What follows belongs to an exercise in optimizing a design on an open flow for small area; a production flow would make more cautious choices.
Function was checked by simulation only, so behaviour that the tests miss may differ from the original.
Power figures rest on the tool's default switching activity, not on a simulated workload.

## DMAC
module DMAC #(
    parameter AXI_ID_WD   = 2,
    parameter AXI_DATA_WD = 32,
    parameter AXI_ADDR_WD = 32,
    parameter AXI_STRB_WD = 4
)(
    input                      AXI_ACLK,
    input                      AXI_ARESETN,
    input                      cmd_valid,
    input  [AXI_ADDR_WD-1 : 0] cmd_addr,
    input  [AXI_ID_WD-1   : 0] cmd_id,
    input  [1 : 0]             cmd_burst,
    input  [2 : 0]             cmd_size,
    input  [AXI_ADDR_WD-1 : 0] cmd_len,
    output                     cmd_ready,
    output                     cmd_abort,
    output [AXI_ADDR_WD-1 : 0] AXI_AWADDR,
    output [AXI_ID_WD-1   : 0] AXI_AWID,
    output [1 : 0]             AXI_AWBURST,
    output [2 : 0]             AXI_AWSIZE,
    output [7 : 0]             AXI_AWLEN,
    output                     AXI_AWVALID,
    input                      AXI_AWREADY,
    output [AXI_DATA_WD-1 : 0] AXI_WDATA,
    output [AXI_STRB_WD-1 : 0] AXI_WSTRB,
    output                     AXI_WLAST,
    output                     AXI_WVALID,
    input                      AXI_WREADY,
    input  [AXI_ID_WD-1   : 0] AXI_BID,
    input  [1 : 0]             AXI_BRESP,
    input                      AXI_BVALID,
    output                     AXI_BREADY,
    output [AXI_ADDR_WD-1 : 0] AXI_ARADDR,
    output [AXI_ID_WD-1   : 0] AXI_ARID,
    output [1 : 0]             AXI_ARBURST,
    output [2 : 0]             AXI_ARSIZE,
    output [7 : 0]             AXI_ARLEN,
    output                     AXI_ARVALID,
    input                      AXI_ARREADY,
    input  [AXI_DATA_WD-1 : 0] AXI_RDATA,
    input                      AXI_RLAST,
    input  [AXI_ID_WD-1   : 0] AXI_RID,
    input  [1 : 0]             AXI_RRESP,
    input                      AXI_RVALID,
    output                     AXI_RREADY
);
Size in the first run: roughly 770 cells after synthesis, roughly 130 flip-flops, roughly 260 I/O pins, about 7600 um^2 of cells after synthesis.
==> flow/config.mk <==
export PLATFORM = sky130hd
export DESIGN_NAME = DMAC
export DESIGN_NICKNAME = DMAC
export VERILOG_FILES = /design/flow/design.v
export SDC_FILE = /design/flow/constraint.sdc
export NUM_CORES = 4
export LEC_CHECK = 0
export CAP_MARGIN = 20
export CORE_MARGIN = 2
export CORE_UTILIZATION = 40
export SLEW_MARGIN = 20
==> flow/constraint.sdc <==
create_clock -name core_clock -period 6.5 [get_ports {AXI_ACLK}]
set_input_delay 1.3000 -clock core_clock [delete_from_list [all_inputs] [get_ports {AXI_ACLK}]]
set_output_delay 1.3000 -clock core_clock [all_outputs]
set_load 0.01 [all_outputs]
standard.sh (not shown) runs the stock make flow with config.mk's settings and CLKGATE_MAP_FILE= SYNTH_SCRIPT=/design/flow/synth_recipe.tcl, a recipe that flattens the netlist after the stock synthesis.
==> flow/flow/run.sh <==
#!/bin/bash
set -euo pipefail
export MY_WORK="$PWD"
export MY_ABC_SCRIPT="$PWD/flow/abc_area.script"
export MY_ABC_D=6500
export BUFFER_PORTS_ARGS="-buffer_cell sky130_fd_sc_hd__buf_1"
# clock tree: the standard arguments, without dummy loads
export CTS_ARGS="-sink_clustering_enable -repair_clock_nets -dont_use_dummy_load -buf_list sky130_fd_sc_hd__clkbuf_8"
if [[ -f flow/env.sh ]]; then source flow/env.sh; fi
sed "s#SYNTH_SCRIPT=[^ ]*#SYNTH_SCRIPT=$PWD/flow/synth.tcl#" standard.sh > my_standard.sh
bash my_standard.sh > flow_make.log 2>&1
==> flow/flow/abc_area.script <==
strash
&get -n
&deepsyn -T 30
&put
&get -n
&dch -f
&nf -R 1000
&put
==> flow/flow/env.sh <==
export CTS_ARGS="-sink_clustering_enable -repair_clock_nets -dont_use_dummy_load -buf_list sky130_fd_sc_hd__clkbuf_8 -sink_clustering_size 30 -sink_clustering_max_diameter 150 -sink_clustering_levels 1"
==> flow/flow/synth.tcl <==
# synth_recipe.tcl (the standard synthesis) with ABC's mapping script and delay target replaced.
proc abc {args} {
  set out {}
  set skip 0
  foreach a $args {
    if {$skip} { set skip 0; continue }
    if {$a eq "-script" || $a eq "-D"} { set skip 1; continue }
    lappend out $a
  }
  set out [linsert $out 0 -script $::env(MY_ABC_SCRIPT)]
  lappend out -D $::env(MY_ABC_D)
  puts "abc override: $out"
  yosys abc {*}$out
}
source $::env(MY_WORK)/synth_recipe.tcl
==> next run, changes <==
==> flow/flow/env.sh (replaced) <==
export CTS_ARGS="-sink_clustering_enable -repair_clock_nets -dont_use_dummy_load -buf_list sky130_fd_sc_hd__clkbuf_8 -sink_clustering_size 30 -sink_clustering_max_diameter 150"
Routed wire length does not change.
Synthesized area does not change.
Clock skew is unchanged.
Setup slack does not change.
Critical path depth stays the same.
Sequential power hardly moves.
Global-route usage does not change.
Fmax stays the same.
Power stays the same.
Via count is unchanged.
==> next run, changes <==
removed: flow/flow/env.sh
Die area stays the same.
Critical path depth does not change.
Synthesized cell count does not change.
Power does not change.
Register-to-register slack stays flat.
Worst hold slack stays the same.
Routed wire length stays the same.

[separate check: timing with driven ports]
No port has a modelled driver above. Below, the same layouts with a new extraction and two added sets of constraints.
Step 1 sets driving cells, clkbuf_16 on the clock port and buf_2 on the other inputs (assumed; they add their load-dependent delay and slew).
Step 2 adds t to the input delays and takes it off the output delays; t is the mean of the earliest and latest rising clock arrival at the registers after step 1. Input paths then give back, and output paths get back, about the clock's delay inside the block.
Slacks: no drivers / after step 1 / after step 2; pairs: no drivers / after step 1.
| run | t, ns | slack for setup (ns) | worst setup path at the end |
|---|---|---|---|
| the first run | 0.467 | 1.742 / 1.756 / 1.289 | input to register |
| the second run | 0.467 | 1.742 / 1.756 / 1.289 | input to register |
| the third run | 0.467 | 1.742 / 1.756 / 1.289 | input to register |
After both steps every run listed still meets setup and hold.
